Background: an optimization exercise with open tools, aiming at small area, a short achievable clock period and few clock cycles per item. Do not read the settings as production practice.
The RTL was checked by simulation tests, not by an equivalence proof against the original design.

==> flow/design.v (outline; a module is shown in full before it is edited, if it fits) <==
// module des_ip: 6 lines
// module des_fp: 6 lines
// module des_pc1: 6 lines
// module des_subkey1: 6 lines
// module des_subkey2: 6 lines
// module des_subkey3: 6 lines
// module des_subkey4: 6 lines
// module des_subkey5: 6 lines
// module des_subkey6: 6 lines
// module des_subkey7: 6 lines
// module des_subkey8: 6 lines
// module des_subkey9: 6 lines
// module des_subkey10: 6 lines
// module des_subkey11: 6 lines
// module des_subkey12: 6 lines
// module des_subkey13: 6 lines
// module des_subkey14: 6 lines
// module des_subkey15: 6 lines
// module des_subkey16: 6 lines
// module des_sbk1: 79 lines
// module des_sbk2: 79 lines
// module des_sbk3: 79 lines
// module des_sbk4: 79 lines
// module des_sbk5: 79 lines
// module des_sbk6: 79 lines
// module des_sbk7: 79 lines
// module des_sbk8: 79 lines
// module des_round: 15 lines
// module des_rounds_1_4: 22 lines
// module des_rounds_5_8: 22 lines
// module des_rounds_9_12: 22 lines
// module des_rounds_13_16: 22 lines
// module des_enc: 51 lines
module des_enc (
    input         clk,
    input         rst,
    input         in_valid,
    output        in_ready,
    input  [63:0] in_block,
    input  [63:0] in_key,
    output        out_valid,
    output [63:0] out_block
);
  // ...
==> flow/flow/run.sh <==
#!/bin/bash
# Own flow: the standard layout (standard.sh), with the S-box modules replaced by
# pre-mapped gate-level netlists during synthesis (see swap.tcl).
set -euo pipefail
W=$(pwd)
export SYNTH_CANONICALIZE_TCL=$W/flow/swap.tcl
BUFFER_PORTS_ARGS="-buffer_cell sky130_fd_sc_hd__buf_1" bash standard.sh SETUP_SLACK_MARGIN=39 finish > $W/standard.log 2>&1 || { tail -50 $W/standard.log; exit 1; }
for f in $W/orfs/logs/*/*/*/*.log; do cp "$f" $W/ 2>/dev/null || true; done
tail -5 $W/standard.log
==> flow/flow/swap.tcl <==
# Run by ORFS's synthesis canonicalize step (SYNTH_CANONICALIZE_TCL): replace the
# behavioural S-box modules with the gate-level ones in sbk_gates.v. Registers and
# everything else go through the standard synthesis unchanged.
foreach m {des_sbk1 des_sbk2 des_sbk3 des_sbk4 des_sbk5 des_sbk6 des_sbk7 des_sbk8} {
  delete $m
}
read_verilog [file join [file dirname [info script]] sbk_gates.v]
hierarchy -check -top $::env(DESIGN_NAME)
==> flow/standard.sh <==
#!/bin/bash
# synth_recipe.tcl (not shown) runs the flow's synth.tcl, then flattens the netlist and writes it again
# the make line also repeats each setting of config.mk as NAME=value (left out here)
make -C /OpenROAD-flow-scripts/flow DESIGN_CONFIG=/design/flow/config.mk WORK_HOME=/design/flow/orfs CLKGATE_MAP_FILE= SYNTH_SCRIPT=/design/flow/synth_recipe.tcl "${@:-finish}"
==> flow/config.mk <==
export PLATFORM = sky130hd
export DESIGN_NAME = des_enc
export DESIGN_NICKNAME = des_enc
export VERILOG_FILES = /design/flow/design.v
export SDC_FILE = /design/flow/constraint.sdc
export NUM_CORES = 8
export LEC_CHECK = 0
export CAP_MARGIN = 20
export CORE_MARGIN = 2
export CORE_UTILIZATION = 40
export SLEW_MARGIN = 20
==> flow/constraint.sdc <==
create_clock -name core_clock -period 50.0 [get_ports {clk}]
set_input_delay 10.0000 -clock core_clock [delete_from_list [all_inputs] [get_ports {clk}]]
set_output_delay 10.0000 -clock core_clock [all_outputs]
set_load 0.01 [all_outputs]
Not shown: flow/flow/sbk_gates.v
==> summary.txt, run 1 <==
Cells and area
  • Util after Layout: 46.4%
  • Syn-to-layout area delta: 15.6%
  • Post-route cell area: 69,300 um2
  • Seq Cell Count: 549
  • Most frequent cells in the layout: nand2_1 (896), nor2_1 (768), xor2_1 (704)
  • Most common cell after layout, fill and taps aside: nand2_1
  • Antenna Cells: 2

Floorplanning
  • Tap Cells: 1,944
  • FP Rows: 142

Timing
  • Slew headroom: 27.7%
  • Max Transition Viols Final: 0
  • Max Fclk: 0.0896 GHz

Placement
  • Final Wtd Congestion: 1.03

Logic synthesis
  • Ranking of synthesized cells by area: dfxtp_1 (18%), xor2_1 (14%), mux4_1 (11%), xnor2_1 (11%), nand2_1 (5.6%)
  • Synthesized flop and latch total: 549
  • Count leader, synth: xor2_1
  • Syn avg cell area: 7.94 um2
  • Simple-Gate Fraction of Synth Area: 21.0%
  • Syn_nets: 7,679

Outcome
  • Outcome: complete, no violations

Route
  • Vias: 59,500
  • WL final: 233,000 um

Setup path
  • R2R cell count: 39
  • Worst r2r src: lr0_q[0]$_DFF_P_

CTS
  • Htree depth: 3
Testbench counts, summed over its fixed seeds: cycles 2,088, items 2,048.
==> inputs of run 2 (changes only) <==
--- a/flow/config.mk
+++ b/flow/config.mk
@@ -10,2 +10,4 @@
 export CORE_UTILIZATION = 40
+export CTS_CLUSTER_DIAMETER = 100
+export CTS_CLUSTER_SIZE = 30
 export SLEW_MARGIN = 20
==> run 2 against run 1 <==
Still clean. Via count shrank 0.32%. Synthesized cell count did not move. Sequential share of layout area up 0.25 points. Maximum frequency rose by 0.45%. Die area is the same. Cell count shrank 0.62%. Worst hold slack better by 0.018 ns. Sequential cell count is the same. Utilization decreased by 0.67 points. Critical path depth stayed put. Critical path type unchanged. Critical endpoint is now out_block[3]. Highest routed layer is now met5.
==> summary.txt, run 2 <==
Outcome
  • Outcome: complete, no violations

Timing
  • Fin Clk Skew: 0.0506 ns
  • Worst-Margin Slew: 1.12 ns
  • Slew headroom: 24.9% (-2.8 points)
  • Setup TNS: 0 ns
  • Worst hold margin: 0.440 ns
  • Max Transition Viols Final: 0 (unchanged)
  • Final hold viol count: 0
  • Final setup fails: 0
  • Unrepaired setup endpoints after global routing: yes
  • Max Fclk: 0.0900 GHz (+0.45%)
  • Final Critical Period: 11.11 ns
  • Fin crit share: 22.2%
  • Final WS setup: 38.89 ns

Floorplanning
  • Die area: 153,000 um2
  • DIE WIDTH: 391 um
  • IO Pins: 197
  • Core ar.: 149,000 um2
  • Initial Util: 40.1%
  • FP Rows: 142 (unchanged)
  • Die height: 391 um

Logic synthesis
  • YS warnings: 5
  • Synth async-reset ratio: 0%
  • Register area share after synthesis: 18.3%
  • Synth Area in XOR/XNOR: 24.3%
  • Post-Syn Instances: 7,548
  • Synthesized flop and latch total: 549 (unchanged)
  • Synthesized area: 59,900 um2
  • Post-synth top area share: 18.3%
  • Syn_nets: 7,679 (unchanged)
  • Area leader, netlist: dfxtp_1
  • EDFF count, synth: 0
  • Synth Area in Compound Gates: 18.5%
  • Count leader, synth: xor2_1
  • Leading cell types by count after synthesis: xor2_1 (928), nand2_1 (896), nor2_1 (768), xnor2_1 (736), o21ai_0 (608)
  • Simple-Gate Fraction of Synth Area: 21.0% (unchanged)
  • Mux cell area share after synthesis: 16.0%
  • Top FF cell, synth: dfxtp_1
  • Unique masters post-synth: 44
  • Ranking of synthesized cells by area: dfxtp_1 (18%), xor2_1 (14%), mux4_1 (11%), xnor2_1 (11%), nand2_1 (5.6%)
  • Post-Synth Adder-Cell Area: 0%
  • Main combinational cell family by area after synthesis: XOR/XNOR gates
  • Syn avg cell area: 7.94 um2 (unchanged)

GRT
  • First-pass GRT wire length: 335,000 um
  • Grt ovf: 0
  • M3 GR Usage: 2.67%
  • GRT Overall Usage: 28.9%
  • Vias in the first global route: 54,500
  • M2 GR Usage: 48.5%
  • Initial antenna violation count: 5
  • Largest net degree at the start of global routing: 31
  • Grt met1 use: 32.3%
  • Grt peak-use layer: met2

Cells and area
  • Share of cells above drive strength 1: 7.59%
  • Most common cell after layout, fill and taps aside: nand2_1
  • Filler cells: 14,600
  • Nets: 7,977
  • Syn-to-layout area delta: 14.0%
  • Most frequent cells in the layout: nand2_1 (896), nor2_1 (768), xor2_1 (701)

Min path
  • WHS Path Cells: 1
  • HP Class: reg -> reg

Setup path
  • R2R cell count: 35 (-10%)
  • Worst-path cell chain: buf_2
  • Buffers and inverters on the worst path: 1
  • Crit-path max cell delay: 0.32 ns
  • WP depth: 1
  • Slowest-stage cell, CP: dfxtp_1
  • Peak fanout along the critical path: 1
  • CP Capture Type: output pin
  • Critical path class: reg -> out
  • CP top delay family: flip-flops
  • Crit path launch type: register
  • Worst path required time: 40.00 ns
  • Worst Path Arrival: 1.11 ns

CTS
  • Htree depth: 2 (-1)
  • CTS tree: built
  • Clock Path Buffers: 3
  • Clk sinks: 549
  • Clk Latency, worst-skew pair: 0.66 ns
  • CTS Hold Bufs: 0
  • TritonCTS Buffers: 34
  • Root buffer cell: clkbuf_16
  • Reg clk slew, reported paths: 0.10 ns

Route
  • Routed Antenna Nets: 0
  • DR WL/cell: 23.6 um
  • WL final: 232,000 um (-0.39%)
  • DR vias/cell: 6.04
  • First-pass DRT Iterations: 8
  • Residual DRC: 0
  • Vias: 59,300 (-0.32%)
  • Starting DRT DRC Count: 6,253

Placement
  • Final Wtd Congestion: 1.03 (unchanged)
  • Placement-stage worst setup slack: 37.83 ns
  • Port bufs: 187
  • Post-DP HPWL: 190,000 um

Run
  • Max-Cap Viols: 0
run 2: cell counts after synthesis:
Identical to the previous run, type by type.
run 2: repair_timing:
item / 4_1_cts / 5_1_grt
buffers inserted: 0 / 11
pin swaps: 0 / 10
setup endpoints to repair: 155 / 189
gates resized for setup: 175 / 364
run 2: worst paths after layout:
kind / startpoint / end / slack [ns]
setup / recovery: out_q[3]$_DFF_P_ / out_block[3] / 38.89
hold / removal: v_q[3]$_SDFF_PP0_ / v_q[4]$_SDFF_PP0_ / 0.44
setup reg to reg: cd0_q[47]$_DFF_P_ / lr1_q[27]$_DFF_P_ / 39.35
hold reg to reg: v_q[3]$_SDFF_PP0_ / v_q[4]$_SDFF_PP0_ / 0.44
run 2: kinds of logic after synthesis:
logic type | count (synthesis)
buffers and inverters | 289
AOI/OAI and AO/OA | 1792
xor gates and xnor gates | 1664
and+or+nand+nor | 2709
muxes | 544
DFF | 549
other | 1
run 2: area by class of cell:
| type | count | area [um2] | area share, % |
|---|---|---|---|
| diodes | 2 | 5.00 | 0.00733 |
| clock buffers | 35 | 865 | 1.27 |
| clock inverters | 21 | 420 | 0.616 |
| inverters | 288 | 1080 | 1.58 |
| multi-input cells | 6710 | 50900 | 74.5 |
| flip-flops and latches | 549 | 11100 | 16.2 |
| well taps | 1944 | 2430 | 3.56 |
| repair buffers | 263 | 1510 | 2.21 |
run 2: stage by stage:
| stage | std cells | utilization, % | instance area, um2 |
|---|---|---|---|
| after CTS | 9799 | 44.0 | 65600 |
| after global routing | 9810 | 45.7 | 68300 |
| after floorplan | 7548 | - | 59900 |
| after global placement | 9743 | 42.6 | 63500 |
| final | 9812 | 45.7 | 68300 |
| after detailed placement | 9743 | 42.6 | 63500 |
run 2: layer usage:
layer	wire length (um)	vias to the layer above
li1	-	27600
met1	85800	28100
met2	107000	2883
met3	13000	730
met4	26100	2
met5	13	-
==> inputs of run 3 (changes only) <==
==> flow/flow/run.sh (replaced) <==
#!/bin/bash
# Own flow: the standard layout (standard.sh), with the S-box modules replaced by
# pre-mapped gate-level netlists during synthesis (see swap.tcl).
set -euo pipefail
W=$(pwd)
export SYNTH_CANONICALIZE_TCL=$W/flow/swap.tcl
BUFFER_PORTS_ARGS="-buffer_cell sky130_fd_sc_hd__buf_1" bash standard.sh SETUP_SLACK_MARGIN=39.3 finish > $W/standard.log 2>&1 || { tail -50 $W/standard.log; exit 1; }
for f in $W/orfs/logs/*/*/*/*.log; do cp "$f" $W/ 2>/dev/null || true; done
tail -5 $W/standard.log
==> run 3 against run 2 <==
Maximum frequency is essentially flat. Wire length grew 0.30%. Critical endpoint unchanged. Still clean. Synthesized area is the same. Cell count grew 0.18%.
==> summary.txt, run 3 <==
CTS
  • Clk Latency, worst-skew pair: 0.67 ns (about the same)
  • Root buffer cell: clkbuf_16
  • Clock Path Buffers: 3 (unchanged)
  • Clk sinks: 549 (unchanged)
  • Reg clk slew, reported paths: 0.10 ns (about the same)
  • CTS Hold Bufs: 0 (unchanged)
  • CTS tree: built
  • Htree depth: 2 (unchanged)
  • TritonCTS Buffers: 34 (unchanged)

Setup path
  • Peak fanout along the critical path: 1 (unchanged)
  • CP Capture Type: output pin
  • Worst-path cell chain: buf_2
  • Worst r2r src: lr2_q[28]$_DFF_P_
  • Critical path class: reg -> out
  • Crit-path max cell delay: 0.32 ns (about the same)
  • Crit path launch type: register
  • Worst Path Arrival: 1.11 ns (about the same)
  • FF-to-FF setup slack: 39.43 ns (+0.08 ns)
  • R2R cell count: 39 (+11%)
  • Slowest-stage cell, CP: dfxtp_1
  • End of the worst register-to-register path: lr3_q[15]$_DFF_P_
  • Worst path required time: 40.00 ns (about the same)
  • Buffers and inverters on the worst path: 1 (unchanged)
  • CP top delay family: flip-flops

Timing
  • Final WS setup: 38.89 ns (-0.00320 ns)
  • Final Critical Period: 11.11 ns (+0.00320 ns)
  • Worst-Margin Slew: 1.14 ns (+0.0211 ns)
  • Fin crit share: 22.2% (about the same)
  • Fin Clk Skew: 0.0579 ns (+0.00729 ns)
  • Setup TNS: 0 ns (unchanged)
  • Max Transition Viols Final: 0 (unchanged)
  • Final setup fails: 0 (unchanged)
  • Unrepaired setup endpoints after global routing: yes
  • Max Fclk: 0.0900 GHz (about the same)
  • Slew headroom: 23.5% (-1.4 points)
  • Final hold viol count: 0 (unchanged)

Placement
  • # placed instances: 9,743 (unchanged)
  • Placement-stage worst setup slack: 37.83 ns (unchanged)
  • Port bufs: 187 (unchanged)
  • Post-DP HPWL: 190,000 um (unchanged)
  • Final Wtd Congestion: 1.03 (unchanged)

Cells and area
  • Most frequent cells in the layout: nand2_1 (896), nor2_1 (768), xor2_1 (648)
  • Most common cell after layout, fill and taps aside: nand2_1
  • Util after Layout: 46.8% (+1.0 points)
  • Post-route insts no fill: 9,830 (+0.18%)
  • Filler cells: 14,400 (-1.4%)
  • Syn-to-layout area delta: 16.5%
  • Nets: 7,994 (+0.21%)
  • Share of cells above drive strength 1: 9.55% (+2.0 points)

Route
  • Vias: 59,600 (+0.46%)
  • Routed Antenna Nets: 0 (unchanged)
  • WL final: 233,000 um (+0.30%)
  • First-pass DRT Iterations: 6 (-2)
  • Starting DRT DRC Count: 6,026 (-3.6%)
  • DR WL/cell: 23.7 um (+0.11%)
  • DR vias/cell: 6.06 (+0.27%)
  • Residual DRC: 0 (unchanged)

Floorplanning
  • Die area: 153,000 um2 (unchanged)
  • Die height: 391 um (unchanged)
  • Core ar.: 149,000 um2 (unchanged)
  • IO Pins: 197 (unchanged)
  • FP Rows: 142 (unchanged)
  • Initial Util: 40.1% (unchanged)
  • DIE WIDTH: 391 um (unchanged)

GRT
  • Initial antenna violation count: 4 (-1)
  • Grt ovf: 0 (unchanged)
  • First-pass GRT wire length: 335,000 um (+0.11%)
  • Largest net degree at the start of global routing: 31 (unchanged)
  • Vias in the first global route: 54,600 (+0.15%)
  • GRT Overall Usage: 29.0% (+0.051 points)

Logic synthesis
  • Top FF cell, synth: dfxtp_1
  • Register area share after synthesis: 18.3% (unchanged)
  • Synthesized area: 59,900 um2 (unchanged)
  • Syn_nets: 7,679 (unchanged)
  • Area leader, netlist: dfxtp_1
  • Post-Syn Instances: 7,548 (unchanged)
  • YS warnings: 5 (unchanged)
  • Ranking of synthesized cells by area: dfxtp_1 (18%), xor2_1 (14%), mux4_1 (11%), xnor2_1 (11%), nand2_1 (5.6%)
  • Synth async-reset ratio: 0% (unchanged)
  • Count leader, synth: xor2_1
  • Syn avg cell area: 7.94 um2 (unchanged)
  • Unique masters post-synth: 44 (unchanged)
  • EDFF count, synth: 0 (unchanged)
  • Post-synth top area share: 18.3% (unchanged)
  • Synthesized flop and latch total: 549 (unchanged)
  • Leading cell types by count after synthesis: xor2_1 (928), nand2_1 (896), nor2_1 (768), xnor2_1 (736), o21ai_0 (608)

Min path
  • Worst min-delay path endpoint: v_q[4]$_SDFF_PP0_
  • Hold Crit Start: v_q[3]$_SDFF_PP0_
  • WHS Path Cells: 1 (unchanged)
  • HP Class: reg -> reg

Outcome
  • Outcome: complete, no violations

Run
  • Max-Cap Viols: 0 (unchanged)
==> run 3: cell counts after synthesis <==
No cell type changed its count.
==> run 3: area by class of cell <==
| class | count | area [um2] | share of cell area (%) |
|---|---|---|---|
| Multi-Input combinational cell | 6710 | 52200 | 74.8 |
| Clock buffer | 35 | 865 | 1.24 |
| Sequential cell | 549 | 11100 | 15.9 |
| Timing Repair Buffer | 280 | 1660 | 2.38 |
| Inverter | 288 | 1080 | 1.55 |
| Clock inverter | 21 | 420 | 0.602 |
| Tap cell | 1944 | 2430 | 3.48 |
| Antenna cell | 3 | 7.51 | 0.0108 |
==> run 3: metrics by stage <==
| stage | hold WS [ns] | cell area, um2 |
|---|---|---|
| finish | 0.440 | 69800 |
| global route | 0.449 | 69800 |
| CTS | 0.426 | 66400 |
| detailed placement | 0.405 | 63500 |
| global placement | 0.397 | 63500 |
| floorplan | 0.373 | 59900 |
==> run 3: routing by layer <==
layer  share of wire (%)  global-route usage, %  vias up
li1                    -                      -    27700
met1                  37                   32.4    28200
met2                  46                   48.5     2973
met3                 6.0                   2.57      742
met4                  12                   27.3        0
met5                   0                      0        -
==> run 3: logic make-up after synthesis <==
family                    after synthesis  share of synthesized area, %
xor gates and xnor gates             1664                          24.3
and+or+nand+nor                      2709                          21.0
DFF                                   549                          18.3
buffers and inverters                 289                          1.82
other                                   1                       0.00626
muxes                                 544                          16.0
AOI/OAI and AO/OA                    1792                          18.5
==> run 3: worst register-to-register path, delay by kind of cell (launching register included) <==
kind                   cells  cell delay, ns
AND/OR/NAND/NOR           11            2.10
XOR/XNOR                  10            3.37
flip-flops                 1            0.68
AO/OA/AOI/OAI             12            2.14
multiplexers               4            1.70
buffers and inverters      2            0.43
==> run 3: worst max path at each step <==
stage                      start                end  depth (start not counted)
2_1_floorplan   out_q[0]$_DFF_P_       out_block[0]                          0
3_3_place_gp    cd2_q[2]$_DFF_P_  lr3_q[21]$_DFF_P_                         40
3_5_place_dp    cd2_q[2]$_DFF_P_   lr3_q[3]$_DFF_P_                         40
4_1_cts        out_q[27]$_DFF_P_      out_block[27]                          1
5_1_grt        out_q[42]$_DFF_P_      out_block[42]                          1
6_report        out_q[3]$_DFF_P_       out_block[3]                          1
==> run 3: timing repair <==
action	4_1_cts	5_1_grt
setup buffers	0	28
endpoints found under the setup margin	184	192
pin swaps	0	19
gates resized for setup	281	451
==> inputs of run 4 (changes only) <==
==> flow/flow/run.sh (replaced) <==
#!/bin/bash
# Own flow: the standard layout (standard.sh), with the S-box modules replaced by
# pre-mapped gate-level netlists during synthesis (see swap.tcl).
set -euo pipefail
W=$(pwd)
export SYNTH_CANONICALIZE_TCL=$W/flow/swap.tcl
BUFFER_PORTS_ARGS="-buffer_cell sky130_fd_sc_hd__buf_1" bash standard.sh SETUP_SLACK_MARGIN=38.5 finish > $W/standard.log 2>&1 || { tail -50 $W/standard.log; exit 1; }
for f in $W/orfs/logs/*/*/*/*.log; do cp "$f" $W/ 2>/dev/null || true; done
tail -5 $W/standard.log
==> run 4 against run 3 <==
Design area fell by 4.9%. Global-route usage down 0.088 points. Clock-buffer cell count unchanged. Non-clock buffer count fell by 28. First-iteration DRC count grew 0.90%. Utilization is 2.3 points lower. Clock skew is 0.0040 ns lower. Cell count is 0.28% lower. Critical path type unchanged. Largest cell class unchanged.
==> summary.txt, run 4 <==
Outcome
  • Outcome: complete, no violations

Timing
  • Unrepaired setup endpoints after global routing: yes
  • Final setup fails: 0 (unchanged)
  • Fin crit share: 22.3% (+0.064 points)
  • Max Fclk: 0.0898 GHz (-0.29%)
  • Worst hold margin: 0.431 ns (-0.00927 ns)
  • Final hold viol count: 0 (unchanged)
  • Fin Clk Skew: 0.0539 ns (-0.00397 ns)
  • Setup TNS: 0 ns (unchanged)
  • Max Transition Viols Final: 0 (unchanged)
  • Worst-Margin Slew: 1.13 ns (-0.0117 ns)
  • Slew headroom: 24.3% (+0.78 points)
  • Final Critical Period: 11.14 ns (+0.0319 ns)

Logic synthesis
  • Register area share after synthesis: 18.3% (unchanged)
  • Main combinational cell family by area after synthesis: XOR/XNOR gates
  • Leading cell types by count after synthesis: xor2_1 (928), nand2_1 (896), nor2_1 (768), xnor2_1 (736), o21ai_0 (608)
  • Simple-Gate Fraction of Synth Area: 21.0% (unchanged)
  • Synth Area in Compound Gates: 18.5% (unchanged)
  • Top FF cell, synth: dfxtp_1
  • Ranking of synthesized cells by area: dfxtp_1 (18%), xor2_1 (14%), mux4_1 (11%), xnor2_1 (11%), nand2_1 (5.6%)
  • Synth async-reset ratio: 0% (unchanged)
  • Area leader, netlist: dfxtp_1
  • Syn_nets: 7,679 (unchanged)
  • Synthesized flop and latch total: 549 (unchanged)
  • EDFF count, synth: 0 (unchanged)
  • Unique masters post-synth: 44 (unchanged)
  • Synthesized area: 59,900 um2 (unchanged)
  • Count leader, synth: xor2_1
  • Post-Syn Instances: 7,548 (unchanged)
  • Post-synth top area share: 18.3% (unchanged)
  • Post-Synth Adder-Cell Area: 0% (unchanged)
  • YS warnings: 5 (unchanged)
  • Syn avg cell area: 7.94 um2 (unchanged)
  • Synth Area in XOR/XNOR: 24.3% (unchanged)
  • Mux cell area share after synthesis: 16.0% (unchanged)

Route
  • DR vias/cell: 6.04 (-0.40%)
  • First-pass DRT Iterations: 6 (unchanged)
  • Residual DRC: 0 (unchanged)
  • Starting DRT DRC Count: 6,080 (+0.90%)
  • DR WL/cell: 23.6 um (-0.22%)
  • Routed Antenna Nets: 0 (unchanged)
  • WL final: 231,000 um (-0.50%)
  • Vias: 59,200 (-0.69%)

Placement
  • # placed instances: 9,743 (unchanged)
  • Port bufs: 187 (unchanged)
  • Final Wtd Congestion: 1.03 (unchanged)
  • Post-DP HPWL: 190,000 um (unchanged)

Floorplanning
  • FP Rows: 142 (unchanged)
  • Initial Util: 40.1% (unchanged)
  • Core ar.: 149,000 um2 (unchanged)
  • DIE WIDTH: 391 um (unchanged)
  • Die height: 391 um (unchanged)
  • IO Pins: 197 (unchanged)
  • Die area: 153,000 um2 (unchanged)

Setup path
  • CP top delay family: flip-flops
  • Crit path launch type: register
  • Crit-path max cell delay: 0.33 ns (about the same)
  • Slowest-stage cell, CP: dfxtp_1
  • Worst path required time: 40.00 ns (about the same)
  • Critical path class: reg -> out
  • CP Capture Type: output pin
  • Worst Path Arrival: 1.14 ns (+0.03 ns)
  • Peak fanout along the critical path: 1 (unchanged)
  • Buffers and inverters on the worst path: 1 (unchanged)
  • Worst-path cell chain: buf_1

GRT
  • Largest net degree at the start of global routing: 31 (unchanged)
  • Vias in the first global route: 54,400 (-0.25%)
  • First-pass GRT wire length: 335,000 um (-0.26%)
  • GRT Overall Usage: 28.9% (-0.088 points)
  • Initial antenna violation count: 4 (unchanged)
  • Grt ovf: 0 (unchanged)

CTS
  • Reg clk slew, reported paths: 0.10 ns (about the same)
  • Clk Latency, worst-skew pair: 0.67 ns (about the same)
  • TritonCTS Buffers: 34 (unchanged)
  • Post-CTS setup buffers: 0 (unchanged)
  • Htree depth: 2 (unchanged)
  • CTS Hold Bufs: 0 (unchanged)
  • Root buffer cell: clkbuf_16
  • Clock Path Buffers: 3 (unchanged)
  • Clk sinks: 549 (unchanged)
  • CTS tree: built

Cells and area
  • Share of cells above drive strength 1: 4.06% (-5.5 points)
  • Post-route insts no fill: 9,802 (-0.28%)
  • Area of the multi-input gates: 49,400 um2 (-5.5%)
  • Syn-to-layout area delta: 10.8%
  • Filler cells: 14,800 (+2.9%)
  • Most common cell after layout, fill and taps aside: nand2_1
  • Most frequent cells in the layout: nand2_1 (896), xor2_1 (801), nor2_1 (768)
  • Register Area: 11,000 um2 (-1.0%)
  • Nets: 7,966 (-0.35%)

Run
  • Max-Cap Viols: 0 (unchanged)

Min path
  • HP Class: reg -> reg
-- run 4: cell counts after synthesis --
No cell type changed its count.
-- run 4: worst paths after layout --
path	depth (start not counted)	end	slack (ns)	startpoint
worst max-delay path	1	out_block[3]	38.86	out_q[3]$_DFF_P_
worst min-delay path	0	cd1_q[12]$_DFF_P_	0.43	cd0_q[12]$_DFF_P_
worst max register to register	38	lr1_q[9]$_DFF_P_	38.86	cd0_q[51]$_DFF_P_
worst min register to register	0	cd1_q[12]$_DFF_P_	0.43	cd0_q[12]$_DFF_P_
-- run 4: through the flow --
step                      utilization (%)  instance area, um2  setup slack, ns
after detailed placement             42.6               63500            37.83
after CTS                            43.5               65000            38.43
after floorplan                         -               59900            39.67
final                                44.5               66300            38.86
after global placement               42.6               63500            37.70
after global routing                 44.5               66300            38.41
-- run 4: kinds of logic after synthesis --
family          after synthesis
simple gates               2709
compound gates             1792
xor+xnor                   1664
flops                       549
mux                         544
buf+inv                     289
other cells                   1
-- run 4: area by class of cell --
| class | count | area share, % |
|---|---|---|
| multi-input combinational | 6710 | 74.4 |
| sequential | 549 | 16.6 |
| tap | 1944 | 3.67 |
| timing repair buffer | 252 | 1.79 |
| inverter | 288 | 1.63 |
| clock buffer | 35 | 1.30 |
| clock inverter | 21 | 0.634 |
| antenna | 3 | 0.0113 |
-- run 4: per-layer routing --
layer	vias up	GRT usage (%)	part of all wire, %
met3	733	2.67	5.7
met2	2860	48.4	46
met1	27900	32.3	37
li1	27700	-	-
met5	-	0	0
met4	0	27.1	11
-- run 4: timing repair --
action	CTS	global route
endpoints found under the hold margin	0	0
endpoints found under the setup margin	51	112
gates resized for setup	26	181
pin swaps	0	2
cloned	0	0
==> inputs of run 5 (changes only) <==
==> flow/flow/run.sh (replaced) <==
#!/bin/bash
# Own flow: the standard layout (standard.sh), with the S-box modules replaced by
# pre-mapped gate-level netlists during synthesis (see swap.tcl).
set -euo pipefail
W=$(pwd)
export SYNTH_CANONICALIZE_TCL=$W/flow/swap.tcl
BUFFER_PORTS_ARGS="-buffer_cell sky130_fd_sc_hd__buf_1" bash standard.sh SETUP_SLACK_MARGIN=38 finish > $W/standard.log 2>&1 || { tail -50 $W/standard.log; exit 1; }
for f in $W/orfs/logs/*/*/*/*.log; do cp "$f" $W/ 2>/dev/null || true; done
tail -5 $W/standard.log
==> run 5 against run 4 <==
Highest routed layer unchanged. Synthesized cell count stayed put. Clock-buffer cell count unchanged. Clock skew grew 0.0037 ns. Sequential share of layout area rose by 0.24 points. Largest cell class unchanged. Design area down 1.5%. Register-to-register slack lost 0.42 ns. Critical path depth grew 38. First-iteration DRC count rose by 2.2%. Wire length about the same. Critical path type is now reg -> reg. Sequential cell count unchanged.
==> summary.txt, run 5 <==
Setup path
  • FF-to-FF setup slack: 38.43 ns (-0.42 ns)
  • Crit-path max cell delay: 0.74 ns (+0.41 ns)
  • Worst Path Arrival: 12.07 ns (+10.93 ns)
  • Worst path required time: 50.50 ns (+10.50 ns)
  • Worst r2r src: cd2_q[14]$_DFF_P_
  • Crit path launch type: register
  • Critical path class: reg -> reg
  • Slowest-stage cell, CP: xnor2_1
  • R2R cell count: 39 (+2.6%)
  • CP Capture Type: register
  • End of the worst register-to-register path: lr3_q[15]$_DFF_P_
  • Peak fanout along the critical path: 9 (+8)

Logic synthesis
  • Synthesized area: 59,900 um2 (unchanged)
  • Top FF cell, synth: dfxtp_1
  • Leading cell types by count after synthesis: xor2_1 (928), nand2_1 (896), nor2_1 (768), xnor2_1 (736), o21ai_0 (608)
  • Synthesized flop and latch total: 549 (unchanged)
  • Post-Syn Instances: 7,548 (unchanged)
  • Ranking of synthesized cells by area: dfxtp_1 (18%), xor2_1 (14%), mux4_1 (11%), xnor2_1 (11%), nand2_1 (5.6%)
  • Unique masters post-synth: 44 (unchanged)
  • Register area share after synthesis: 18.3% (unchanged)
  • Synth async-reset ratio: 0% (unchanged)
  • YS warnings: 5 (unchanged)
  • Post-synth top area share: 18.3% (unchanged)
  • Area leader, netlist: dfxtp_1
  • EDFF count, synth: 0 (unchanged)
  • Count leader, synth: xor2_1
  • Syn avg cell area: 7.94 um2 (unchanged)
  • Syn_nets: 7,679 (unchanged)

Route
  • Routed Antenna Nets: 0 (unchanged)
  • WL final: 231,000 um (about the same)
  • First-pass DRT Iterations: 6 (unchanged)
  • DR vias/cell: 6.03 (about the same)
  • Residual DRC: 0 (unchanged)
  • Starting DRT DRC Count: 6,213 (+2.2%)
  • Vias: 59,100 (-0.079%)
  • DR WL/cell: 23.6 um (about the same)

Cells and area
  • Share of cells above drive strength 1: 2.51% (-1.6 points)
  • Post-route insts no fill: 9,801 (-0.010%)
  • Most frequent cells in the layout: nand2_1 (896), xor2_1 (886), nor2_1 (768)
  • Most common cell after layout, fill and taps aside: nand2_1
  • Syn-to-layout area delta: 9.12%
  • Nets: 7,966 (unchanged)
  • Filler cells: 14,900 (+0.74%)

Timing
  • Slew headroom: 20.7% (-3.6 points)
  • Final hold viol count: 0 (unchanged)
  • Worst-Margin Slew: 1.19 ns (+0.0537 ns)
  • Worst hold margin: 0.433 ns (+0.00213 ns)
  • Max Transition Viols Final: 0 (unchanged)
  • Setup TNS: 0 ns (unchanged)
  • Final Critical Period: 11.57 ns (+0.424 ns)
  • Final setup fails: 0 (unchanged)
  • Fin Clk Skew: 0.0577 ns (+0.00371 ns)
  • Max Fclk: 0.0865 GHz (-3.7%)
  • Unrepaired setup endpoints after global routing: yes
  • Fin crit share: 23.1% (+0.85 points)
  • Final WS setup: 38.43 ns (-0.424 ns)

CTS
  • Clk sinks: 549 (unchanged)
  • CTS tree: built
  • Root buffer cell: clkbuf_16
  • CTS Hold Bufs: 0 (unchanged)
  • Reg clk slew, reported paths: 0.11 ns (about the same)
  • Htree depth: 2 (unchanged)
  • Clock Path Buffers: 3 (unchanged)
  • TritonCTS Buffers: 34 (unchanged)
  • Clk Latency, worst-skew pair: 0.67 ns (about the same)

Min path
  • WHS Path Cells: 0 (unchanged)
  • HP Class: reg -> reg
  • Hold Crit Start: cd0_q[12]$_DFF_P_
  • Worst min-delay path endpoint: cd1_q[12]$_DFF_P_

GRT
  • Vias in the first global route: 54,400 (-0.059%)
  • Initial antenna violation count: 3 (-1)
  • Grt ovf: 0 (unchanged)
  • GRT Overall Usage: 28.9% (about the same)
  • First-pass GRT wire length: 334,000 um (about the same)
  • Largest net degree at the start of global routing: 31 (unchanged)

Placement
  • Post-DP HPWL: 190,000 um (unchanged)
  • Port bufs: 187 (unchanged)
  • # placed instances: 9,743 (unchanged)
  • Final Wtd Congestion: 1.03 (unchanged)
  • Placement-stage worst setup slack: 37.83 ns (unchanged)

Floorplanning
  • DIE WIDTH: 391 um (unchanged)
  • Initial Util: 40.1% (unchanged)
  • Core ar.: 149,000 um2 (unchanged)
  • Die area: 153,000 um2 (unchanged)
  • Die height: 391 um (unchanged)
  • FP Rows: 142 (unchanged)
  • IO Pins: 197 (unchanged)

Outcome
  • Outcome: complete, no violations

Run
  • Max-Cap Viols: 0 (unchanged)
-- run 5: routing by layer --
layer	track usage, %	routed length, um	vias up
li1	-	-	27700
met1	32.3	85900	27900
met2	48.5	107000	2819
met3	2.67	13400	665
met4	26.7	25100	0
met5	0	0	-
-- run 5: stage by stage --
stage,instance area [um2],util [%]
6_report,65400,43.8
3_3_place_gp,63500,42.6
5_1_grt,65400,43.8
2_1_floorplan,59900,-
4_1_cts,64800,43.4
3_5_place_dp,63500,42.6
-- run 5: critical path, delay by kind of cell (launching register included) --
family / cells / cell delay (ns)
compound gates: 8 / 1.45
xor+xnor: 10 / 4.23
buf+inv: 1 / 0.31
flops: 1 / 0.70
mux: 4 / 1.76
simple gates: 16 / 2.89
-- run 5: cells by family after synthesis --
group / synth area share [%]
other: 0.00626
multiplexers: 16.0
flip-flops: 18.3
XOR/XNOR: 24.3
AND/OR/NAND/NOR: 21.0
AO/OA/AOI/OAI: 18.5
buffers and inverters: 1.82
-- run 5: area by class of cell --
| type | instances | area [um2] | share of cell area, % |
|---|---|---|---|
| multi-input combinational | 6710 | 48400 | 74.0 |
| clock inverter | 21 | 420 | 0.643 |
| timing repair buffer | 252 | 1190 | 1.82 |
| inverter | 288 | 1080 | 1.65 |
| tap | 1944 | 2430 | 3.72 |
| sequential | 549 | 11000 | 16.8 |
| clock buffer | 35 | 865 | 1.32 |
| antenna | 2 | 5.00 | 0.00766 |
-- run 5: worst max path at each step --
stage                      startpoint           endpoint  cells after the start  slack, ns
global placement     cd2_q[2]$_DFF_P_  lr3_q[21]$_DFF_P_                     40      37.70
CTS                 cd1_q[21]$_DFF_P_  lr2_q[27]$_DFF_P_                     41      38.01
detailed placement   cd2_q[2]$_DFF_P_   lr3_q[3]$_DFF_P_                     40      37.83
floorplan            out_q[0]$_DFF_P_       out_block[0]                      0      39.67
finish              cd2_q[14]$_DFF_P_  lr3_q[15]$_DFF_P_                     39      38.43
global route         cd0_q[0]$_DFF_P_  lr1_q[25]$_DFF_P_                     41      37.96
-- run 5: timing repair --
item                       in CTS  in global routing
setup endpoints to repair       7                 85
setup buffers                   0                  0
gates resized for setup         5                 70
hold endpoints to repair        0                  0
pin swaps                       0                  0
==> inputs of run 6 (changes only) <==
==> flow/flow/run.sh (replaced) <==
#!/bin/bash
# Own flow: the standard layout (standard.sh), with the S-box modules replaced by
# pre-mapped gate-level netlists during synthesis (see swap.tcl).
set -euo pipefail
W=$(pwd)
export SYNTH_CANONICALIZE_TCL=$W/flow/swap.tcl
BUFFER_PORTS_ARGS="-buffer_cell sky130_fd_sc_hd__buf_1" bash standard.sh SETUP_SLACK_MARGIN=37.5 finish > $W/standard.log 2>&1 || { tail -50 $W/standard.log; exit 1; }
for f in $W/orfs/logs/*/*/*/*.log; do cp "$f" $W/ 2>/dev/null || true; done
tail -5 $W/standard.log
==> run 6 against run 5 <==
Wire length about the same. Die area unchanged. Utilization decreased by 0.27 points. Maximum frequency decreased by 4.1%. Via count increased by 0.29%. Critical path depth unchanged. Highest routed layer unchanged.
==> summary.txt, run 6 <==
Logic synthesis
  • Ranking of synthesized cells by area: dfxtp_1 (18%), xor2_1 (14%), mux4_1 (11%), xnor2_1 (11%), nand2_1 (5.6%)
  • Synth async-reset ratio: 0% (unchanged)
  • Post-synth top area share: 18.3% (unchanged)
  • Area leader, netlist: dfxtp_1
  • Syn_nets: 7,679 (unchanged)
  • Register area share after synthesis: 18.3% (unchanged)
  • EDFF count, synth: 0 (unchanged)
  • Count leader, synth: xor2_1
  • Synthesized flop and latch total: 549 (unchanged)
  • Unique masters post-synth: 44 (unchanged)
  • Synthesized area: 59,900 um2 (unchanged)
  • Leading cell types by count after synthesis: xor2_1 (928), nand2_1 (896), nor2_1 (768), xnor2_1 (736), o21ai_0 (608)
  • Syn avg cell area: 7.94 um2 (unchanged)
  • YS warnings: 5 (unchanged)
  • Post-Syn Instances: 7,548 (unchanged)
  • Top FF cell, synth: dfxtp_1

Floorplanning
  • Die area: 153,000 um2 (unchanged)
  • Die height: 391 um (unchanged)
  • Core ar.: 149,000 um2 (unchanged)
  • FP Rows: 142 (unchanged)
  • DIE WIDTH: 391 um (unchanged)
  • Initial Util: 40.1% (unchanged)
  • IO Pins: 197 (unchanged)

Setup path
  • Crit path launch type: register
  • Peak fanout along the critical path: 7 (-2)
  • FF-to-FF setup slack: 37.94 ns (-0.50 ns)
  • CP Capture Type: register
  • Worst path required time: 50.58 ns (+0.08 ns)
  • Slowest-stage cell, CP: xnor2_1
  • Worst Path Arrival: 12.65 ns (+0.58 ns)
  • Crit-path max cell delay: 0.91 ns (+0.17 ns)
  • Critical path class: reg -> reg
  • Cell mode on critical path: xnor2_1

Timing
  • Setup TNS: 0 ns (unchanged)
  • Final hold viol count: 0 (unchanged)
  • Max Transition Viols Final: 0 (unchanged)
  • Unrepaired setup endpoints after global routing: yes
  • Final setup fails: 0 (unchanged)
  • Worst-Margin Slew: 1.20 ns (+0.0178 ns)
  • Slew headroom: 19.5% (-1.2 points)
  • Final Critical Period: 12.06 ns (+0.499 ns)
  • Final WS setup: 37.94 ns (-0.499 ns)
  • Worst hold margin: 0.433 ns (+0.000659 ns)
  • Fin crit share: 24.1% (+1.0 points)
  • Fin Clk Skew: 0.0527 ns (-0.00497 ns)
  • Max Fclk: 0.0829 GHz (-4.1%)

CTS
  • Clk Latency, worst-skew pair: 0.66 ns (about the same)
  • TritonCTS Buffers: 34 (unchanged)
  • Clock Path Buffers: 3 (unchanged)
  • Htree depth: 2 (unchanged)
  • CTS tree: built
  • Post-CTS sizing: 0 (-5)
  • Reg clk slew, reported paths: 0.11 ns (about the same)
  • Root buffer cell: clkbuf_16
  • Clk sinks: 549 (unchanged)
  • Post-CTS setup buffers: 0 (unchanged)
  • CTS Hold Bufs: 0 (unchanged)

Route
  • WL final: 231,000 um (about the same)
  • Routed Antenna Nets: 0 (unchanged)
  • DR WL/cell: 23.6 um (about the same)
  • Starting DRT DRC Count: 6,229 (+0.26%)
  • DR vias/cell: 6.05 (+0.28%)
  • First-pass DRT Iterations: 6 (unchanged)
  • Residual DRC: 0 (unchanged)
  • Vias: 59,300 (+0.29%)

Cells and area
  • Most common cell after layout, fill and taps aside: xor2_1
  • Post-route insts no fill: 9,802 (+0.010%)
  • Syn-to-layout area delta: 8.43%
  • Share of cells above drive strength 1: 1.78% (-0.73 points)
  • Most frequent cells in the layout: xor2_1 (918), nand2_1 (896), nor2_1 (768)
  • Nets: 7,966 (unchanged)

Placement
  • Port bufs: 187 (unchanged)
  • Final Wtd Congestion: 1.03 (unchanged)
  • # placed instances: 9,743 (unchanged)
  • Placement-stage worst setup slack: 37.83 ns (unchanged)
  • Post-DP HPWL: 190,000 um (unchanged)

Run
  • Max-Cap Viols: 0 (unchanged)

GRT
  • Largest net degree at the start of global routing: 31 (unchanged)
  • GRT Overall Usage: 28.9% (about the same)
  • Grt ovf: 0 (unchanged)
  • Initial antenna violation count: 4 (+1)
  • Vias in the first global route: 54,400 (-0.0074%)
  • First-pass GRT wire length: 334,000 um (about the same)

Outcome
  • Outcome: complete, no violations

Min path
  • HP Class: reg -> reg
==> run 6: cell count changes in the layout (fill, tap and decap cells not counted), sizes merged <==
cell,delta
diode,+1
==> run 6: path summary, 6_finish.rpt <==
| path | startpoint | to | cells past startpoint |
|---|---|---|---|
| max | cd0_q[10]$_DFF_P_ | lr1_q[9]$_DFF_P_ | 39 |
| min | cd0_q[12]$_DFF_P_ | cd1_q[12]$_DFF_P_ | 0 |
| max reg2reg | cd0_q[10]$_DFF_P_ | lr1_q[9]$_DFF_P_ | 39 |
| min reg2reg | cd0_q[12]$_DFF_P_ | cd1_q[12]$_DFF_P_ | 0 |
==> run 6: routing by layer <==
layer,global-route usage (%),part of all wire [%],vias up
li1,-,-,27800
met2,48.5,46,2937
met3,2.67,5.9,689
met1,32.3,37,27900
met5,0,0,-
met4,26.7,11,0
==> run 6: cell families after synthesis <==
group                  synth area share (%)
AO/OA/AOI/OAI                          18.5
XOR/XNOR                               24.3
multiplexers                           16.0
other                               0.00626
buffers and inverters                  1.82
flip-flops                             18.3
AND/OR/NAND/NOR                        21.0
==> run 6: cell type report <==
cell class                 instances  area (um2)
fill                           15000       84300
tap                             1944        2430
clock inverter                    21         420
antenna                            3        7.51
multi-input combinational       6710       48000
clock buffer                      35         865
inverter                         288        1080
timing repair buffer             252        1190
sequential                       549       11000
==> run 6: per-stage QoR <==
step / util (%) / cell area, um2
3_3_place_gp: 42.6 / 63500
2_1_floorplan: - / 59900
6_report: 43.5 / 64900
4_1_cts: 43.4 / 64800
5_1_grt: 43.5 / 64900
3_5_place_dp: 42.6 / 63500
==> run 6: critical path: cells and delay by family (launching register included) <==
family	cells	cell delay [ns]
flops	1	0.46
compound gates	6	1.07
buf+inv	1	0.29
mux	4	2.17
xor+xnor	11	5.42
simple gates	17	2.54
==> inputs of run 7 (changes only) <==
==> flow/flow/run.sh (replaced) <==
#!/bin/bash
# Own flow: the standard layout (standard.sh), with the S-box modules replaced by
# pre-mapped gate-level netlists during synthesis (see swap.tcl).
set -euo pipefail
W=$(pwd)
export SYNTH_CANONICALIZE_TCL=$W/flow/swap.tcl
BUFFER_PORTS_ARGS="-buffer_cell sky130_fd_sc_hd__buf_1" bash standard.sh SETUP_SLACK_MARGIN=38.75 finish > $W/standard.log 2>&1 || { tail -50 $W/standard.log; exit 1; }
for f in $W/orfs/logs/*/*/*/*.log; do cp "$f" $W/ 2>/dev/null || true; done
tail -5 $W/standard.log
==> run 7 against run 6 <==
Via count down 0.28%. Die area unchanged. Non-clock buffer count up 2. Register-to-register slack better by 1.2 ns. Sequential share of layout area down 0.49 points. Critical path type is now reg -> out.
==> summary.txt, run 7 <==
Outcome
  • Outcome: complete, no violations

CTS
  • Root buffer cell: clkbuf_16
  • Htree depth: 2 (unchanged)
  • CTS tree: built
  • Reg clk slew, reported paths: 0.10 ns (about the same)
  • CTS Hold Bufs: 0 (unchanged)
  • Clk Latency, worst-skew pair: 0.67 ns (about the same)
  • TritonCTS Buffers: 34 (unchanged)
  • Clk sinks: 549 (unchanged)
  • Clock Path Buffers: 3 (unchanged)

Timing
  • Fin crit share: 22.3% (-1.8 points)
  • Final hold viol count: 0 (unchanged)
  • Slew headroom: 23.2% (+3.7 points)
  • Max Fclk: 0.0897 GHz (+8.2%)
  • Setup TNS: 0 ns (unchanged)
  • Fin Clk Skew: 0.0563 ns (+0.00365 ns)
  • Max Transition Viols Final: 0 (unchanged)
  • Unrepaired setup endpoints after global routing: yes
  • Worst hold margin: 0.424 ns (-0.00909 ns)
  • Worst-Margin Slew: 1.15 ns (-0.0560 ns)
  • Final setup fails: 0 (unchanged)
  • Final Critical Period: 11.15 ns (-0.919 ns)

Run
  • Max-Cap Viols: 0 (unchanged)

Route
  • Vias: 59,100 (-0.28%)
  • Starting DRT DRC Count: 5,964 (-4.3%)
  • First-pass DRT Iterations: 8 (+2)
  • Residual DRC: 0 (unchanged)
  • DR vias/cell: 6.03 (-0.30%)
  • WL final: 232,000 um (+0.14%)
  • DR WL/cell: 23.6 um (+0.12%)
  • Routed Antenna Nets: 0 (unchanged)

GRT
  • Vias in the first global route: 54,500 (+0.17%)
  • Largest net degree at the start of global routing: 31 (unchanged)
  • Initial antenna violation count: 6 (+2)
  • Grt ovf: 0 (unchanged)
  • First-pass GRT wire length: 335,000 um (about the same)
  • GRT Overall Usage: 28.9% (about the same)

Setup path
  • End of the worst register-to-register path: lr1_q[9]$_DFF_P_
  • Peak fanout along the critical path: 1 (-6)
  • Crit. Startpoint: out_q[3]$_DFF_P_
  • Buffers and inverters on the worst path: 1 (unchanged)
  • End point of the critical path: out_block[3]
  • CP Capture Type: output pin
  • WP depth: 1 (-97%)
  • FF-to-FF setup slack: 39.09 ns (+1.15 ns)
  • Worst Path Arrival: 1.15 ns (-11.50 ns)
  • Worst-path cell chain: buf_1
  • Crit path launch type: register
  • CP top delay family: flip-flops
  • R2R cell count: 39 (unchanged)
  • Crit-path max cell delay: 0.33 ns (-0.58 ns)
  • Slowest-stage cell, CP: dfxtp_1
  • Worst path required time: 40.00 ns (-10.58 ns)
  • Worst r2r src: cd0_q[16]$_DFF_P_
  • Critical path class: reg -> out

Floorplanning
  • Initial Util: 40.1% (unchanged)
  • IO Pins: 197 (unchanged)
  • FP Rows: 142 (unchanged)
  • Core ar.: 149,000 um2 (unchanged)
  • Die area: 153,000 um2 (unchanged)
  • DIE WIDTH: 391 um (unchanged)
  • Die height: 391 um (unchanged)

Placement
  • Port bufs: 187 (unchanged)
  • # placed instances: 9,743 (unchanged)
  • Post-DP HPWL: 190,000 um (unchanged)
  • Final Wtd Congestion: 1.03 (unchanged)

Cells and area
  • Util after Layout: 44.9% (+1.4 points)
  • Most frequent cells in the layout: nand2_1 (896), nor2_1 (768), xor2_1 (750)
  • Syn-to-layout area delta: 11.9%
  • Filler cells: 14,700 (-1.4%)
  • Nets: 7,968 (+0.025%)
  • Share of cells above drive strength 1: 5.19% (+3.4 points)
  • Most common cell after layout, fill and taps aside: nand2_1
  • Post-route insts no fill: 9,804 (+0.020%)

Logic synthesis
  • EDFF count, synth: 0 (unchanged)
  • Count leader, synth: xor2_1
  • YS warnings: 5 (unchanged)
  • Ranking of synthesized cells by area: dfxtp_1 (18%), xor2_1 (14%), mux4_1 (11%), xnor2_1 (11%), nand2_1 (5.6%)
  • Post-synth top area share: 18.3% (unchanged)
  • Syn avg cell area: 7.94 um2 (unchanged)
  • Area leader, netlist: dfxtp_1
  • Synth async-reset ratio: 0% (unchanged)
  • Syn_nets: 7,679 (unchanged)
  • Leading cell types by count after synthesis: xor2_1 (928), nand2_1 (896), nor2_1 (768), xnor2_1 (736), o21ai_0 (608)
  • Unique masters post-synth: 44 (unchanged)
  • Synthesized area: 59,900 um2 (unchanged)
  • Register area share after synthesis: 18.3% (unchanged)
  • Post-Syn Instances: 7,548 (unchanged)
  • Top FF cell, synth: dfxtp_1
  • Synthesized flop and latch total: 549 (unchanged)

Min path
  • HP Class: reg -> reg
run 7: layout make-up:
cell class	instances	area, um2	area share [%]
timing repair buffer	254	1200	1.80
tap	1944	2430	3.63
sequential	549	11000	16.4
clock inverter	21	420	0.627
clock buffer	35	865	1.29
multi-input combinational	6710	50000	74.6
inverter	288	1080	1.61
antenna	3	7.51	0.0112
run 7: per-stage QoR:
| step | instance area [um2] | setup WS (ns) |
|---|---|---|
| after floorplan | 59900 | 39.67 |
| after global placement | 63500 | 37.70 |
| after detailed placement | 63500 | 37.83 |
| after CTS | 65100 | 38.68 |
| after global routing | 67000 | 38.65 |
| final | 67000 | 38.85 |
run 7: logic make-up (layout without fill, tap and decap cells):
group | Yosys count | count (layout) | share of synthesized area, %
simple gates | 2709 | 2709 | 21.0
compound gates | 1792 | 1792 | 18.5
xor+xnor | 1664 | 1664 | 24.3
flops | 549 | 549 | 18.3
mux | 544 | 544 | 16.0
buf+inv | 289 | 598 | 1.82
other cells | 1 | 4 | 0.00626
run 7: repair_timing:
item,4_1_cts,5_1_grt
gates resized for setup,47,255
endpoints found under the hold margin,0,0
setup endpoints to repair,71,122
pin swaps,0,4
setup buffers,0,2
run 7: per-layer routing:
layer	wire length, um	vias to the layer above	global-route usage [%]
met5	0	-	0
met4	25600	0	27.6
li1	-	27600	-
met2	107000	2824	48.2
met1	85400	28000	32.3
met3	13800	695	2.71
run 7: worst min-delay path by stage:
stage,from,endpoint,depth (start not counted)
floorplan,cd0_q[17]$_DFF_P_,cd1_q[17]$_DFF_P_,0
global placement,cd0_q[12]$_DFF_P_,cd1_q[12]$_DFF_P_,0
detailed placement,cd0_q[12]$_DFF_P_,cd1_q[12]$_DFF_P_,0
CTS,cd0_q[12]$_DFF_P_,cd1_q[12]$_DFF_P_,0
global route,cd0_q[12]$_DFF_P_,cd1_q[12]$_DFF_P_,0
finish,cd0_q[12]$_DFF_P_,cd1_q[12]$_DFF_P_,0
==> inputs of run 8 (changes only) <==
==> flow/flow/run.sh (replaced) <==
#!/bin/bash
# Own flow: the standard layout (standard.sh), with the S-box modules replaced by
# pre-mapped gate-level netlists during synthesis (see swap.tcl).
set -euo pipefail
W=$(pwd)
export SYNTH_CANONICALIZE_TCL=$W/flow/swap.tcl
BUFFER_PORTS_ARGS="-buffer_cell sky130_fd_sc_hd__buf_1" bash standard.sh SETUP_SLACK_MARGIN=38.3 finish > $W/standard.log 2>&1 || { tail -50 $W/standard.log; exit 1; }
for f in $W/orfs/logs/*/*/*/*.log; do cp "$f" $W/ 2>/dev/null || true; done
tail -5 $W/standard.log
==> run 8 against run 7 <==
Worst hold slack better by 0.0057 ns. Non-clock buffer count shrank 2. Design area shrank 1.6%. Synthesized cell count is the same. Maximum frequency is 1.8% lower. Critical endpoint is now lr2_q[9]$_DFF_P_. Largest cell class unchanged.
==> summary.txt, run 8 <==
Outcome
  • Outcome: complete, no violations

Route
  • Vias: 59,300 (+0.30%)
  • WL final: 232,000 um (about the same)
  • DR WL/cell: 23.6 um (about the same)
  • Routed Antenna Nets: 0 (unchanged)
  • DR vias/cell: 6.05 (+0.33%)
  • Residual DRC: 0 (unchanged)
  • Starting DRT DRC Count: 6,362 (+6.7%)
  • First-pass DRT Iterations: 7 (-1)

Floorplanning
  • Die area: 153,000 um2 (unchanged)
  • IO Pins: 197 (unchanged)
  • FP Rows: 142 (unchanged)
  • DIE WIDTH: 391 um (unchanged)
  • Die height: 391 um (unchanged)
  • Core ar.: 149,000 um2 (unchanged)
  • Initial Util: 40.1% (unchanged)

Setup path
  • Slowest-stage cell, CP: xnor2_1
  • R2R cell count: 41 (+5.1%)
  • Worst path required time: 50.58 ns (+10.58 ns)
  • Worst r2r src: cd1_q[3]$_DFF_P_
  • CP Capture Type: register
  • Cell mode on critical path: nand2_1
  • Peak fanout along the critical path: 10 (+9)
  • Crit path launch type: register
  • Crit-path max cell delay: 0.71 ns (+0.38 ns)
  • Critical path class: reg -> reg
  • Worst Path Arrival: 11.93 ns (+10.78 ns)
  • End of the worst register-to-register path: lr2_q[9]$_DFF_P_
  • FF-to-FF setup slack: 38.65 ns (-0.44 ns)

Logic synthesis
  • Post-Syn Instances: 7,548 (unchanged)
  • Synth async-reset ratio: 0% (unchanged)
  • Unique masters post-synth: 44 (unchanged)
  • Register area share after synthesis: 18.3% (unchanged)
  • YS warnings: 5 (unchanged)
  • Syn avg cell area: 7.94 um2 (unchanged)
  • Post-synth top area share: 18.3% (unchanged)
  • Synthesized area: 59,900 um2 (unchanged)
  • Count leader, synth: xor2_1
  • Syn_nets: 7,679 (unchanged)
  • Top FF cell, synth: dfxtp_1
  • Ranking of synthesized cells by area: dfxtp_1 (18%), xor2_1 (14%), mux4_1 (11%), xnor2_1 (11%), nand2_1 (5.6%)
  • Synthesized flop and latch total: 549 (unchanged)
  • Area leader, netlist: dfxtp_1
  • EDFF count, synth: 0 (unchanged)
  • Leading cell types by count after synthesis: xor2_1 (928), nand2_1 (896), nor2_1 (768), xnor2_1 (736), o21ai_0 (608)

CTS
  • TritonCTS Buffers: 34 (unchanged)
  • Clk Latency, worst-skew pair: 0.66 ns (about the same)
  • Reg clk slew, reported paths: 0.11 ns (about the same)
  • Htree depth: 2 (unchanged)
  • Root buffer cell: clkbuf_16
  • Clock Path Buffers: 3 (unchanged)
  • CTS tree: built
  • Clk sinks: 549 (unchanged)

GRT
  • Largest net degree at the start of global routing: 31 (unchanged)
  • Vias in the first global route: 54,400 (-0.15%)
  • Initial antenna violation count: 3 (-3)
  • GRT Overall Usage: 28.9% (about the same)
  • First-pass GRT wire length: 334,000 um (about the same)
  • Grt ovf: 0 (unchanged)

Cells and area
  • Area of the multi-input gates: 49,000 um2 (-2.1%)
  • Syn-to-layout area delta: 10.1%
  • Nets: 7,966 (-0.025%)
  • Register Area: 11,000 um2 (-0.22%)
  • Share of cells above drive strength 1: 3.42% (-1.8 points)
  • Most common cell after layout, fill and taps aside: nand2_1
  • Filler cells: 14,900 (+0.76%)
  • Most frequent cells in the layout: nand2_1 (896), xor2_1 (835), nor2_1 (768)

Timing
  • Max Transition Viols Final: 0 (unchanged)
  • Fin Clk Skew: 0.0525 ns (-0.00378 ns)
  • Final Critical Period: 11.35 ns (+0.210 ns)
  • Setup TNS: 0 ns (unchanged)
  • Max Fclk: 0.0881 GHz (-1.8%)
  • Fin crit share: 22.7% (+0.42 points)
  • Worst hold margin: 0.430 ns (+0.00573 ns)
  • Slew headroom: 20.1% (-3.1 points)
  • Final setup fails: 0 (unchanged)
  • Final hold viol count: 0 (unchanged)
  • Unrepaired setup endpoints after global routing: yes
  • Worst-Margin Slew: 1.19 ns (+0.0471 ns)

Placement
  • Port bufs: 187 (unchanged)
  • Final Wtd Congestion: 1.03 (unchanged)
  • Post-DP HPWL: 190,000 um (unchanged)

Min path
  • WHS Path Cells: 0 (unchanged)
  • HP Class: reg -> reg
  • Worst min-delay path endpoint: cd1_q[12]$_DFF_P_
  • Hold Crit Start: cd0_q[12]$_DFF_P_

Run
  • Max-Cap Viols: 0 (unchanged)
[run 8: metal layers]
layer / GRT usage, % / wire, um / share of wire [%]
met1: 32.3 / 85800 / 37
met3: 2.69 / 13600 / 5.9
met2: 48.5 / 107000 / 46
met4: 26.8 / 25700 / 11
met5: 0 / 0 / 0
[run 8: what timing repair did]
item | CTS | global route
hold buffers | 0 | 0
buffers inserted | 0 | 0
gates resized for setup | 15 | 136
pin swaps | 0 | 1
setup endpoints to repair | 31 | 105
[run 8: worst max-delay path, delay by kind of cell (launching register included)]
family / cells / cell delay, ns
xor+xnor: 9 / 4.55
simple gates: 20 / 3.11
mux: 4 / 1.75
compound gates: 6 / 0.87
buf+inv: 2 / 0.55
flops: 1 / 0.42
[run 8: cell families (layout without fill, tap and decap cells)]
logic type | after synthesis | in the layout | synth area share [%]
buffers and inverters | 289 | 596 | 1.82
AO/OA/AOI/OAI | 1792 | 1792 | 18.5
AND/OR/NAND/NOR | 2709 | 2709 | 21.0
other | 1 | 3 | 0.00626
XOR/XNOR | 1664 | 1664 | 24.3
multiplexers | 544 | 544 | 16.0
flip-flops | 549 | 549 | 18.3
[run 8: how the worst max path moves through the flow]
stage / from / to / slack (ns) / depth (start not counted)
global route: lr3_q[0]$_DFF_P_ / out_q[50]$_DFF_P_ / 38.24 / 44
global placement: cd2_q[2]$_DFF_P_ / lr3_q[21]$_DFF_P_ / 37.70 / 40
finish: cd1_q[3]$_DFF_P_ / lr2_q[9]$_DFF_P_ / 38.65 / 41
floorplan: out_q[0]$_DFF_P_ / out_block[0] / 39.67 / 0
detailed placement: cd2_q[2]$_DFF_P_ / lr3_q[3]$_DFF_P_ / 37.83 / 40
CTS: lr2_q[28]$_DFF_P_ / lr3_q[3]$_DFF_P_ / 38.30 / 38
[run 8: layout make-up]
type	count	share of cell area [%]
Antenna cell	2	0.00759
Clock buffer	35	1.31
Clock inverter	21	0.638
Inverter	288	1.64
Multi-Input combinational cell	6710	74.2
Sequential cell	549	16.7
Tap cell	1944	3.69
Timing Repair Buffer	252	1.80
[run 8: stage by stage]
step / instance area (um2) / setup WS, ns / util [%] / std cells
after global placement: 63500 / 37.70 / 42.6 / 9743
final: 65900 / 38.65 / 44.2 / 9801
after detailed placement: 63500 / 37.83 / 42.6 / 9743
after CTS: 64900 / 38.30 / 43.5 / 9799
after floorplan: 59900 / 39.67 / - / 7548
after global routing: 65900 / 38.24 / 44.2 / 9799

==> separate check: timing with driven ports <==
No port has a modelled driver above. Below, the same layouts with a new extraction and two added sets of constraints. Step 1: set_driving_cell puts a clkbuf_16 on clk and a buf_2 on each other input, an assumption about the parent block. Step 2 times the ports against the registers' clock, not the clock port: input delays grow and output delays shrink by t, the midpoint of the rising clock arrivals with the driver on. a / b / c = no drivers / after step 1 / after step 2; a / b = the first two.
run | t (ns) | setup WS [ns] | pins driven straight from the clock port
run 1 | 0.780 | 38.843 / 38.761 / 39.326 | 1
run 2 | 0.720 | 38.894 / 38.813 / 39.346 | 1
run 3 | 0.720 | 38.890 / 38.814 / 39.429 | 1
run 4 | 0.714 | 38.859 / 38.782 / 38.863 | 1
run 5 | 0.721 | 38.435 / 38.435 / 38.435 | 1
run 6 | 0.718 | 37.936 / 37.936 / 37.936 | 1
run 7 | 0.720 | 38.855 / 38.774 / 39.093 | 1
run 8 | 0.719 | 38.645 / 38.645 / 38.645 | 1
After both steps every run listed still meets setup and hold.
